This is an optimization exercise on Yosys and OpenROAD, whose aim is small area, a short achievable clock period and few clock cycles per item, not a production implementation. No run shown here included a check of the RTL's function; only the layout flow was run. No activity file was given, so power comes from the tool's default toggle rates.

### config.mk
export PLATFORM = sky130hd
export DESIGN_NAME = sampledec
export DESIGN_NICKNAME = sampledec
export VERILOG_FILES = /design/flow/design.v
export SDC_FILE = /design/flow/constraint.sdc
export NUM_CORES = 4
export LEC_CHECK = 0
export CAP_MARGIN = 20
export CORE_MARGIN = 2
export CORE_UTILIZATION = 40
export SLEW_MARGIN = 20
export SYNTH_HIERARCHICAL = 1
### constraint.sdc
create_clock -name core_clock -period 7.0 [get_ports {clk}]
set_input_delay 1.4000 -clock core_clock [delete_from_list [all_inputs] [get_ports {clk}]]
set_output_delay 1.4000 -clock core_clock [all_outputs]
set_load 0.01 [all_outputs]
### design.v
module sampledec(received,clk,start,ctrl,corrected,decodedOp,nerr,done);
  input [14:0] received; input clk; input start; input ctrl;
  output [7:0] corrected; output [1:0] nerr; output [14:0] decodedOp; output done;
  reg done_q, ctrl_q;
  always @(posedge clk) begin ctrl_q <= ctrl; if (start) done_q <= 1'b1; end
  assign done = done_q;
  reg [14:0] r; reg [3:0] xq; reg [4:0] yq; reg n0q;
  wire n1; bx2 u_n1(.a(received[1]),.b(received[2]),.y(n1));
  wire n2; bx2 u_n2(.a(received[3]),.b(received[4]),.y(n2));
  wire n3; bx2 u_n3(.a(received[6]),.b(received[8]),.y(n3));
  wire n4; bx2 u_n4(.a(received[9]),.b(received[12]),.y(n4));
  wire n5; bx2 u_n5(.a(n1),.b(n2),.y(n5));
  wire n6; bx2 u_n6(.a(n3),.b(n4),.y(n6));
  wire x0; bx2 u_x0(.a(n5),.b(n6),.y(x0));
  wire n7; bx2 u_n7(.a(received[2]),.b(received[3]),.y(n7));
  wire n8; bx2 u_n8(.a(received[4]),.b(received[5]),.y(n8));
  wire n9; bx2 u_n9(.a(received[7]),.b(received[9]),.y(n9));
  wire n10; bx2 u_n10(.a(received[10]),.b(received[13]),.y(n10));
  wire n11; bx2 u_n11(.a(n7),.b(n8),.y(n11));
  wire n12; bx2 u_n12(.a(n9),.b(n10),.y(n12));
  wire x1; bx2 u_x1(.a(n11),.b(n12),.y(x1));
  wire n13; bx2 u_n13(.a(received[3]),.b(received[4]),.y(n13));
  wire n14; bx2 u_n14(.a(received[5]),.b(received[6]),.y(n14));
  wire n15; bx2 u_n15(.a(received[8]),.b(received[10]),.y(n15));
  wire n16; bx2 u_n16(.a(received[11]),.b(received[14]),.y(n16));
  wire n17; bx2 u_n17(.a(n13),.b(n14),.y(n17));
  wire n18; bx2 u_n18(.a(n15),.b(n16),.y(n18));
  wire x2; bx2 u_x2(.a(n17),.b(n18),.y(x2));
  wire n19; bx2 u_n19(.a(received[0]),.b(received[4]),.y(n19));
  wire n20; bx2 u_n20(.a(received[5]),.b(received[6]),.y(n20));
  wire n21; bx2 u_n21(.a(received[7]),.b(received[9]),.y(n21));
  wire n22; bx2 u_n22(.a(received[11]),.b(received[12]),.y(n22));
  wire n23; bx2 u_n23(.a(n19),.b(n20),.y(n23));
  wire n24; bx2 u_n24(.a(n21),.b(n22),.y(n24));
  wire x3; bx2 u_x3(.a(n23),.b(n24),.y(x3));
  wire n25; bx2 u_n25(.a(received[0]),.b(received[5]),.y(n25));
  wire u0; bx2 u_u0(.a(n25),.b(received[10]),.y(u0));
  wire n26; bx2 u_n26(.a(received[1]),.b(received[6]),.y(n26));
  wire u1; bx2 u_u1(.a(n26),.b(received[11]),.y(u1));
  wire n27; bx2 u_n27(.a(received[2]),.b(received[7]),.y(n27));
  wire u2; bx2 u_u2(.a(n27),.b(received[12]),.y(u2));
  wire n28; bx2 u_n28(.a(received[3]),.b(received[8]),.y(n28));
  wire u3; bx2 u_u3(.a(n28),.b(received[13]),.y(u3));
  wire n29; bx2 u_n29(.a(received[4]),.b(received[9]),.y(n29));
  wire u4; bx2 u_u4(.a(n29),.b(received[14]),.y(u4));
  wire n30; bx2 u_n30(.a(u0),.b(u1),.y(n30));
  wire n31; bx2 u_n31(.a(u2),.b(u3),.y(n31));
  wire n32; bx2 u_n32(.a(n30),.b(n31),.y(n32));
  wire n33; bx2 u_n33(.a(u2),.b(u4),.y(n33));
  wire n34; bx2 u_n34(.a(u3),.b(u4),.y(n34));
  wire n35; bx2 u_n35(.a(n30),.b(u4),.y(n35));
  wire n36; bx2 u_n36(.a(u2),.b(n34),.y(n36));
  wire n37; bx2 u_n37(.a(u1),.b(n36),.y(n37));
  wire n38; bx2 u_n38(.a(u2),.b(n34),.y(n38));
  wire n39; bx2 u_n39(.a(u0),.b(n38),.y(n39));
  wire n40; bx2 u_n40(.a(n35),.b(u3),.y(n40));
  wire n41; bx2 u_n41(.a(n35),.b(u2),.y(n41));
  wire zz = ~(x0|x1|x2|x3) & ~(n37|n39|n40|n41);
  reg [4:0] cc;
  always @(*) case ({x3,x2,x1,x0})
    4'd0: cc = 5'd0;
    4'd1: cc = 5'd29;
    4'd2: cc = 5'd23;
    4'd3: cc = 5'd27;
    4'd4: cc = 5'd15;
    4'd5: cc = 5'd23;
    4'd6: cc = 5'd30;
    4'd7: cc = 5'd23;
    4'd8: cc = 5'd30;
    4'd9: cc = 5'd27;
    4'd10: cc = 5'd27;
    4'd11: cc = 5'd15;
    4'd12: cc = 5'd29;
    4'd13: cc = 5'd29;
    4'd14: cc = 5'd30;
    4'd15: cc = 5'd15;
  endcase
  wire cz0 = cc[0];
  wire yv0; bx2 u_yv0(.a(n37),.b(cz0),.y(yv0));
  wire cz1 = (cc[1] ^ zz);
  wire yv1; bx2 u_yv1(.a(n39),.b(cz1),.y(yv1));
  wire cz2 = (cc[2] ^ zz);
  wire yv2; bx2 u_yv2(.a(n40),.b(cz2),.y(yv2));
  wire cz3 = (cc[3] ^ zz);
  wire yv3; bx2 u_yv3(.a(n41),.b(cz3),.y(yv3));
  wire cz4 = (cc[4] ^ zz);
  wire yv4; bx2 u_yv4(.a(n32),.b(cz4),.y(yv4));
  wire n0v = ~(yv0|yv1|yv2|yv3);
  always @(posedge clk) if (start) begin r <= received; xq <= {x3,x2,x1,x0}; yq <= {yv4, yv3, yv2, yv1, yv0}; n0q <= n0v; end
  wire xb4; bx2 u_xb4(.a(xq[0]),.b(xq[1]),.y(xb4));
  wire xb5; bx2 u_xb5(.a(xq[1]),.b(xq[2]),.y(xb5));
  wire xb6; bx2 u_xb6(.a(xq[2]),.b(xq[3]),.y(xb6));
  wire xb7; bx2 u_xb7(.a(xq[3]),.b(xb4),.y(xb7));
  wire xb8; bx2 u_xb8(.a(xq[0]),.b(xq[2]),.y(xb8));
  wire xb9; bx2 u_xb9(.a(xq[0]),.b(xb7),.y(xb9));
  wire xb10; bx2 u_xb10(.a(xq[0]),.b(xb5),.y(xb10));
  wire xb11; bx2 u_xb11(.a(xq[1]),.b(xb6),.y(xb11));
  wire xb12; bx2 u_xb12(.a(xq[0]),.b(xb11),.y(xb12));
  wire xb13; bx2 u_xb13(.a(xq[0]),.b(xb6),.y(xb13));
  wire xb14; bx2 u_xb14(.a(xq[0]),.b(xq[3]),.y(xb14));
  wire f0; bx2 u_f0(.a(xq[0]),.b(yq[0]),.y(f0));
  wire f1; bx2 u_f1(.a(xq[1]),.b(yq[1]),.y(f1));
  wire f2; bx2 u_f2(.a(xq[2]),.b(yq[2]),.y(f2));
  wire f3; bx2 u_f3(.a(xq[3]),.b(yq[3]),.y(f3));
  wire f4; bx2 u_f4(.a(xb4),.b(yq[4]),.y(f4));
  wire f5; bx2 u_f5(.a(xb5),.b(yq[0]),.y(f5));
  wire f6; bx2 u_f6(.a(xb6),.b(yq[1]),.y(f6));
  wire f7; bx2 u_f7(.a(xb7),.b(yq[2]),.y(f7));
  wire f8; bx2 u_f8(.a(xb8),.b(yq[3]),.y(f8));
  wire f9; bx2 u_f9(.a(xb9),.b(yq[4]),.y(f9));
  wire f10; bx2 u_f10(.a(xb10),.b(yq[0]),.y(f10));
  wire f11; bx2 u_f11(.a(xb11),.b(yq[1]),.y(f11));
  wire f12; bx2 u_f12(.a(xb12),.b(yq[2]),.y(f12));
  wire f13; bx2 u_f13(.a(xb13),.b(yq[3]),.y(f13));
  wire f14; bx2 u_f14(.a(xb14),.b(yq[4]),.y(f14));
  wire fl0; bnor4 u_fl0(.a(f8),.b(f4),.c(f2),.d(f1),.y(fl0));
  wire fl1; bnor4 u_fl1(.a(f9),.b(f5),.c(f3),.d(f2),.y(fl1));
  wire fl2; bnor4 u_fl2(.a(f10),.b(f6),.c(f4),.d(f3),.y(fl2));
  wire fl3; bnor4 u_fl3(.a(f11),.b(f7),.c(f5),.d(f4),.y(fl3));
  wire fl4; bnor4 u_fl4(.a(f12),.b(f8),.c(f6),.d(f5),.y(fl4));
  wire fl5; bnor4 u_fl5(.a(f13),.b(f9),.c(f7),.d(f6),.y(fl5));
  wire fl6; bnor4 u_fl6(.a(f14),.b(f10),.c(f8),.d(f7),.y(fl6));
  wire fl7; bnor4 u_fl7(.a(f0),.b(f11),.c(f9),.d(f8),.y(fl7));
  wire fl8; bnor4 u_fl8(.a(f1),.b(f12),.c(f10),.d(f9),.y(fl8));
  wire fl9; bnor4 u_fl9(.a(f2),.b(f13),.c(f11),.d(f10),.y(fl9));
  wire fl10; bnor4 u_fl10(.a(f3),.b(f14),.c(f12),.d(f11),.y(fl10));
  wire fl11; bnor4 u_fl11(.a(f4),.b(f0),.c(f13),.d(f12),.y(fl11));
  wire fl12; bnor4 u_fl12(.a(f5),.b(f1),.c(f14),.d(f13),.y(fl12));
  wire fl13; bnor4 u_fl13(.a(f6),.b(f2),.c(f0),.d(f14),.y(fl13));
  wire fl14; bnor4 u_fl14(.a(f7),.b(f3),.c(f1),.d(f0),.y(fl14));
  wire [14:0] flip = {fl14, fl13, fl12, fl11, fl10, fl9, fl8, fl7, fl6, fl5, fl4, fl3, fl2, fl1, fl0};
  assign decodedOp = r ^ flip;
  assign nerr = {(|flip) & ~n0q, n0q};
  assign corrected = ctrl_q ? decodedOp[14:7] : {1'b0, decodedOp[6:0]};
endmodule
module bx2(input a, input b, output y); assign y = a ^ b; endmodule
module bnor4(input a, input b, input c, input d, output y); assign y = ~(a|b|c|d); endmodule
### run.sh
#!/bin/bash
# synth_recipe.tcl (not shown) runs the flow's synth.tcl, then flattens the netlist and writes it again
# the make line also repeats each setting of config.mk as NAME=value (left out here)
make -C /OpenROAD-flow-scripts/flow DESIGN_CONFIG=/design/flow/config.mk WORK_HOME=/design/flow/orfs CLKGATE_MAP_FILE= SYNTH_SCRIPT=/design/flow/synth_recipe.tcl finish
==> metrics.yaml, run 1 <==
place.gp.congestion: 0.904
critPathMaxStageDelay_ns: 0.63
finalCriticalPeriod_ns: 4.67
die_w_um: 77.4
fp-row-count: 26
dr.pass1.iters: 4
rsz0062_at_grt: "false"
cts.clk_slew.worst_paths_ns: 0.09
critPathCaptureType: "flip-flop"
power.leakage_nw: 1.01
worst_pin_slew_ns: 0.963
dpl_cell_area_sq_um: 2640
syn-num-nets: 203
finalSetupTns_ns: 0
cp.required_ns: 7.06
syn_avg_cell_area_sq_um: 11.8
setup_viol: 0
cts_inserted_buffers: 3
syn_inst: 182
drv_cap: 0
cts_resized: 0
cp_top_family: "XOR/XNOR gates"
cts_num_sinks: 26
drc_errors: 0
synthDistinctLibCells: 29
die_height_um: 77.4
initial_core_util_pct: 41.9
cp.arrival_ns: 4.73
grt_max_degree: 26
yosysTopAreaCellShare_pct: 38.6
worst-path-buf-inv: 1
ir_drop_mv: 0.167
cp-start-kind: "input pin"
wl_um: 4860
hold_viol_final: 0
cts_tree: "yes"
dp_hpwl_um: 4040
post_cts_buffers: 0
drt-initial-drc-count: 73
yosys_warnings: 7
diodes: 0
cp_common_cell: "xor2_1"
outcome: "timing/DRC/antenna clean"
holdWs_ns: 1.56
die-area_sq_um: 5990
clk_path_buf_depth: 2
ys_seq_elements: 26
vias: 1512
ctsHoldBuffers: 0
synth.area.top_cells: "xor2_1 (39%), edfxtp_1 (35%), nor4_2 (9.3%)"
grt_overflow: 0
core_area_sq_um: 5140
wl_per_cell_um: 16.5
cts_root_buf: "clkbuf_8"
ios: 44
grt_first_pass_wirelength_um: 7890
grt_pass1_vias: 1628
timing.final.crit_share_pct: 66.7
htreeDepth: 1
grt_usage_pct: 16.5
finalPower_mw: 1.31
finalMaxSlewViolations: 0
final_nets: 246
path_class: "in -> reg"
slowest_stage: "clkdlybuf4s50_1"
crit_chain: "clkdlybuf4s50_1, xor2_1, xor2_1, xor2_1, xor2_1, xor2_1, nor4_2, a21oi_1, o41a_1, xor2_1, nor4_1"
drive_gt1_share_pct: 13.8
area_growth_pct: 25.5
p_per_area_nw_per_um2: 485
synthesis.area_sq_um: 2160
synth_top_cell_by_area: "xor2_1"
hp-class: "in -> reg"
crit_fanout: 5
relSlewSlack_pct: 35.6
fmax_mhz: 214
portBuffers: 42
postRouteAntennaNets: 0
vias_per_cell: 5.14
fin_area_sq_um: 2710
antenna_found_initial: 0
ys_seq_area_share_pct: 35.8
placed cells by master, fill, tap and decap left out, types with 3 or more instances in the layout:
cell             netlist  routed
clkbuf_8               0       3
clkdlybuf4s50_1        0      41
edfxtp_1              25      25
ha_1                   3       3
inv_1                  3       3
mux2_2                 7       7
nand2_1                3       3
nor3_1                 4       4
nor4_1                 5       5
nor4_2                16      16
xor2_1                95      95
power breakdown:
group | switching (mW) | internal, mW
registers | 0.0387 | 0.221
logic | 0.535 | 0.396
clock network | 0.0447 | 0.0764
total | 0.618 | 0.693
flip-flops by register name, summed over array words and instances, names as in the netlist:
signal and cells:
yq 5, n0q 1, xq 4, ctrl_q 1
r 15
per-stage QoR:
stage	std cells	utilization, %	setup slack, ns
floorplan	182	-	3.11
global placement	290	51.4	2.24
detailed placement	290	51.4	2.06
CTS	294	52.8	2.32
global route	294	52.7	2.12
finish	294	52.7	2.33
final timing paths:
check / start / end / slack, ns / cells after the start
hold / removal: ctrl / ctrl_q / 1.56 / 1
setup / recovery: received[3] / n0q / 2.33 / 11
cell type report:
type	instances	area (sq um)
clock inverters	1	30.0
fillers	470	2430
flip-flops and latches	26	771
clock buffers	3	41.3
inverters	3	11.3
well taps	70	87.6
multi-input cells	149	1350
repair buffers	42	415
Yosys stat by module (local to each module, per instance):
module / flops+latches / area (sq um)
bnor4: 0 / 12.5
bx2: 0 / 8.76
sampledec: 26 / 1270
Yosys cell counts, drive strengths merged:
cell type and n:
a21oi 1, a41oi 1, and2 1, buf 3, clkbuf 1, conb 1, dfxtp 1, edfxtp 25
ha 3, inv 3, mux2 8, mux2i 1, nand2 3, nand3 1, nand3b 1, nor3 4
nor4 21, nor4b 1, o21a 1, o21ai 1, o21bai 1, o32ai 1, o41a 1, or4 2
xor2 95
cell families (layout without fill, tap and decap cells):
kind of cell,count (synthesis),count (layout),synth area share (%)
flops,26,26,35.8
xor+xnor,95,95,38.6
other cells,1,1,0.174
buf+inv,7,49,1.62
mux,9,9,4.64
compound gates,7,7,2.84
simple gates,34,34,14.6
fa+ha+maj,3,3,1.74
metal layers:
layer	part of all wire, %	GRT usage, %	routed length [um]
met1	44	20.4	2150
met4	0.74	4.82	36
met5	0	0	0
met3	3.4	1.05	163
met2	52	30.7	2510
==> run 2, diff against run 1 <==
--- a/config.mk
+++ b/config.mk
@@ -9,4 +9,5 @@
 export CORE_MARGIN = 2
 export CORE_UTILIZATION = 40
+export SETUP_SLACK_MARGIN = 3.5
 export SLEW_MARGIN = 20
 export SYNTH_HIERARCHICAL = 1
==> run 2 against run 1 <==
Against the previous run:
- still clean on timing, DRC and antenna
- cell count up 24%
- maximum frequency up 12%
- sequential share of layout area down 9.4 points
- critical path type is now reg -> out
- critical endpoint is now nerr[1]
- highest routed layer unchanged
==> metrics.yaml, run 2 <==
final_nets: 317  # +29%
critPathCaptureType: "primary output"
wl_per_cell_um: 19.7  # +19%
finalPower_mw: 2.32  # +77%
drc_errors: 0  # unchanged
cp_common_cell: "buf_6"
synthFlopType: "edfxtp_1"
outcome: "timing/DRC/antenna clean"
ir_drop_mv: 0.476  # +190%
drive_gt1_share_pct: 64.4  # +51 points
slowest_stage: "edfxtp_1"
largest_reg_flops: 15  # unchanged
syn_inst: 182  # unchanged
critPathMaxStageDelay_ns: 0.50  # -0.13 ns
cts_tree: "yes"
synth_top_cell_by_area: "xor2_1"
ios: 44  # unchanged
grt_first_pass_wirelength_um: 10200  # +29%
fillers: 298  # -37%
antenna_found_initial: 0  # unchanged
p_per_area_nw_per_um2: 573  # +18%
core_area_sq_um: 5140  # unchanged
wl_um: 7170  # +48%
grt_pass1_vias: 1983  # +22%
ys_top_cells_by_count: "xor2_1 (95), edfxtp_1 (25), nor4_2 (16)"
die-area_sq_um: 5990  # unchanged
yosysTopAreaCellShare_pct: 38.6  # unchanged
cp-start-kind: "flip-flop"
place.gp.congestion: 0.901  # -0.34%
grt_max_degree: 26  # unchanged
worst_pin_slew_ns: 1.09  # +0.127 ns
cts_num_sinks: 26  # unchanged
fmax_mhz: 239  # +12%
setup_viol: 0  # unchanged
htreeDepth: 1  # unchanged
drv_cap: 0  # unchanged
drt-initial-drc-count: 81  # +11%
hp-class: "in -> reg"
initial_core_util_pct: 41.9  # unchanged
syn_avg_cell_area_sq_um: 11.8  # unchanged
hold_viol_final: 0  # unchanged
die_w_um: 77.4  # unchanged
die_height_um: 77.4  # unchanged
finalSetupTns_ns: 0  # unchanged
dp_hpwl_um: 4070  # +0.68%
cts_root_buf: "clkbuf_8"
cts.clk_slew.worst_paths_ns: 0.09  # about the same
diodes: 0  # unchanged
cp.required_ns: 5.60  # -1.46 ns
yosys_warnings: 7  # unchanged
largest-register: "r"
grt_usage_pct: 22.3  # +5.8 points
ctsHoldBuffers: 0  # unchanged
finalCriticalPeriod_ns: 4.18  # -0.490 ns
crit_fanout: 4  # -1
crit_chain: "buf_6, buf_6, xor2_4, buf_4, xor2_2, nor4_2, nor4_1, a41oi_2, buf_2"
rsz0062_at_grt: "true"
synthDistinctLibCells: 29  # unchanged
area_growth_pct: 87.9
synth.area.top_cells: "xor2_1 (39%), edfxtp_1 (35%), nor4_2 (9.3%)"
ys_seq_elements: 26  # unchanged
vias_per_cell: 5.04  # -2.0%
timing.final.crit_share_pct: 59.7  # -7.0 points
relSlewSlack_pct: 27.1  # -8.5 points
layout_common_cells: "buf_4 (59), xor2_1 (47), xor2_2 (31)"
fp-row-count: 26  # unchanged
top_regs: "r: 15 flops, yq: 5 flops, xq: 4 flops"
synthesis.area_sq_um: 2160  # unchanged
yosys.cell_count.top_type: "xor2_1"
cp.arrival_ns: 2.78  # -1.95 ns
path_class: "reg -> out"
synth_edf_count: 25  # unchanged
portBuffers: 42  # unchanged
syn-num-nets: 203  # unchanged
cts_inserted_buffers: 3  # unchanged
postRouteAntennaNets: 0  # unchanged
finalMaxSlewViolations: 0  # unchanged
clk_path_buf_depth: 2  # unchanged
async_reset_ff_share_pct: 0  # unchanged
grt_overflow: 0  # unchanged
power.leakage_nw: 1.60  # +59%
ys_seq_area_share_pct: 35.8  # unchanged
vias: 1839  # +22%
dr.pass1.iters: 4  # unchanged
final_common_cell: "buf_4"
## run 2: cell counts after synthesis
No cell type changed its count.
## run 2: layout make-up
class / instances / area (sq um) / share of cell area, %
multi-input cells: 149 / 2110 / 52.1
repair buffers: 113 / 1000 / 24.7
flip-flops and latches: 26 / 771 / 19.0
well taps: 70 / 87.6 / 2.16
clock buffers: 3 / 41.3 / 1.02
clock inverters: 1 / 30.0 / 0.741
inverters: 3 / 11.3 / 0.278
## run 2: path summary, 6_finish.rpt
path | from | to | slack [ns] | cells after the start
hold / removal | received[6] | r[6] | 1.34 | 1
setup / recovery | xq[1] | nerr[1] | 2.82 | 9
## run 2: logic make-up (layout without fill, tap and decap cells)
group | Yosys count | count (layout) | share of synthesized area, %
and+or+nand+nor | 34 | 34 | 14.6
other | 1 | 1 | 0.174
buffers and inverters | 7 | 120 | 1.62
DFF | 26 | 26 | 35.8
adders and majority gates | 3 | 3 | 1.74
xor gates and xnor gates | 95 | 95 | 38.6
AOI/OAI and AO/OA | 7 | 7 | 2.84
muxes | 9 | 9 | 4.64
## run 2: stage by stage
| stage | instance area [sq um] | hold slack (ns) | setup slack (ns) | instances | utilization, % |
|---|---|---|---|---|---|
| after CTS | 3650 | 1.39 | 2.92 | 346 | 71.0 |
| after detailed placement | 2690 | 1.86 | 2.10 | 290 | 52.3 |
| final | 4050 | 1.34 | 2.82 | 365 | 78.8 |
| after global placement | 2690 | 1.85 | 2.23 | 290 | 52.3 |
| after floorplan | 2200 | 1.43 | 3.14 | 182 | - |
| after global routing | 4050 | 1.33 | 2.70 | 365 | 78.8 |
## run 2: critical path: cells and delay by family, from the launching register on
family	cells	cell delay, ns
AO/OA/AOI/OAI	1	0.17
XOR/XNOR	2	0.63
AND/OR/NAND/NOR	2	0.62
buffers and inverters	4	0.61
flip-flops	1	0.50
## run 2: per-module statistics from Yosys, one instance, submodules excluded
module | times used | cell area, sq um
bx2 | 80 | 8.76
bnor4 | 15 | 12.5
sampledec | 1 | 1270
## run 2: power by group
group          switching (mW)  internal [mW]  leakage, nW
combinational           0.962          0.947         1.31
sequential             0.0667          0.221        0.253
clock                  0.0448         0.0765       0.0357
total                    1.07           1.24         1.60
## run 2: timing repair
item                                    CTS  global route
endpoints found under the setup margin   30            29
pin swaps                                71            44
gates resized for setup                 206            69
setup buffers                            52            19
endpoints found under the hold margin     0             0
## run 2: layer usage
| metal | routed length, um | track usage [%] |
|---|---|---|
| met1 | 2880 | 26.7 |
| met2 | 3940 | 41.9 |
| met3 | 137 | 1.28 |
| met4 | 219 | 8.57 |
| met5 | 0 | 0 |

[static timing again, ports no longer ideal]
How much do the figures lean on ideal ports? The routed layouts below were timed once more, with nothing changed but the port constraints.
Step 1: set_driving_cell puts a clkbuf_16 on clk and a buf_2 on each other input, an assumption about the parent block.
Step 2 adds t to the input delays and takes it off the output delays; t is the mean of the earliest and latest rising clock arrival at the registers after step 1. Input paths then give back, and output paths get back, about the clock's delay inside the block.
a / b / c = ideal ports / drivers / drivers and shift; a / b = the first two.
run | t, ns | slack for setup (ns) | worst setup path at the end
run 1 | 0.286 | 2.328 / 2.329 / 2.042 | input to register
run 2 | 0.290 | 2.818 / 2.793 / 2.773 | input to register
After both steps setup and hold are still met in every run listed. The setup slack of run 1, which loses most, moves by +0.001 ns with the drivers and by -0.286 ns with both steps.
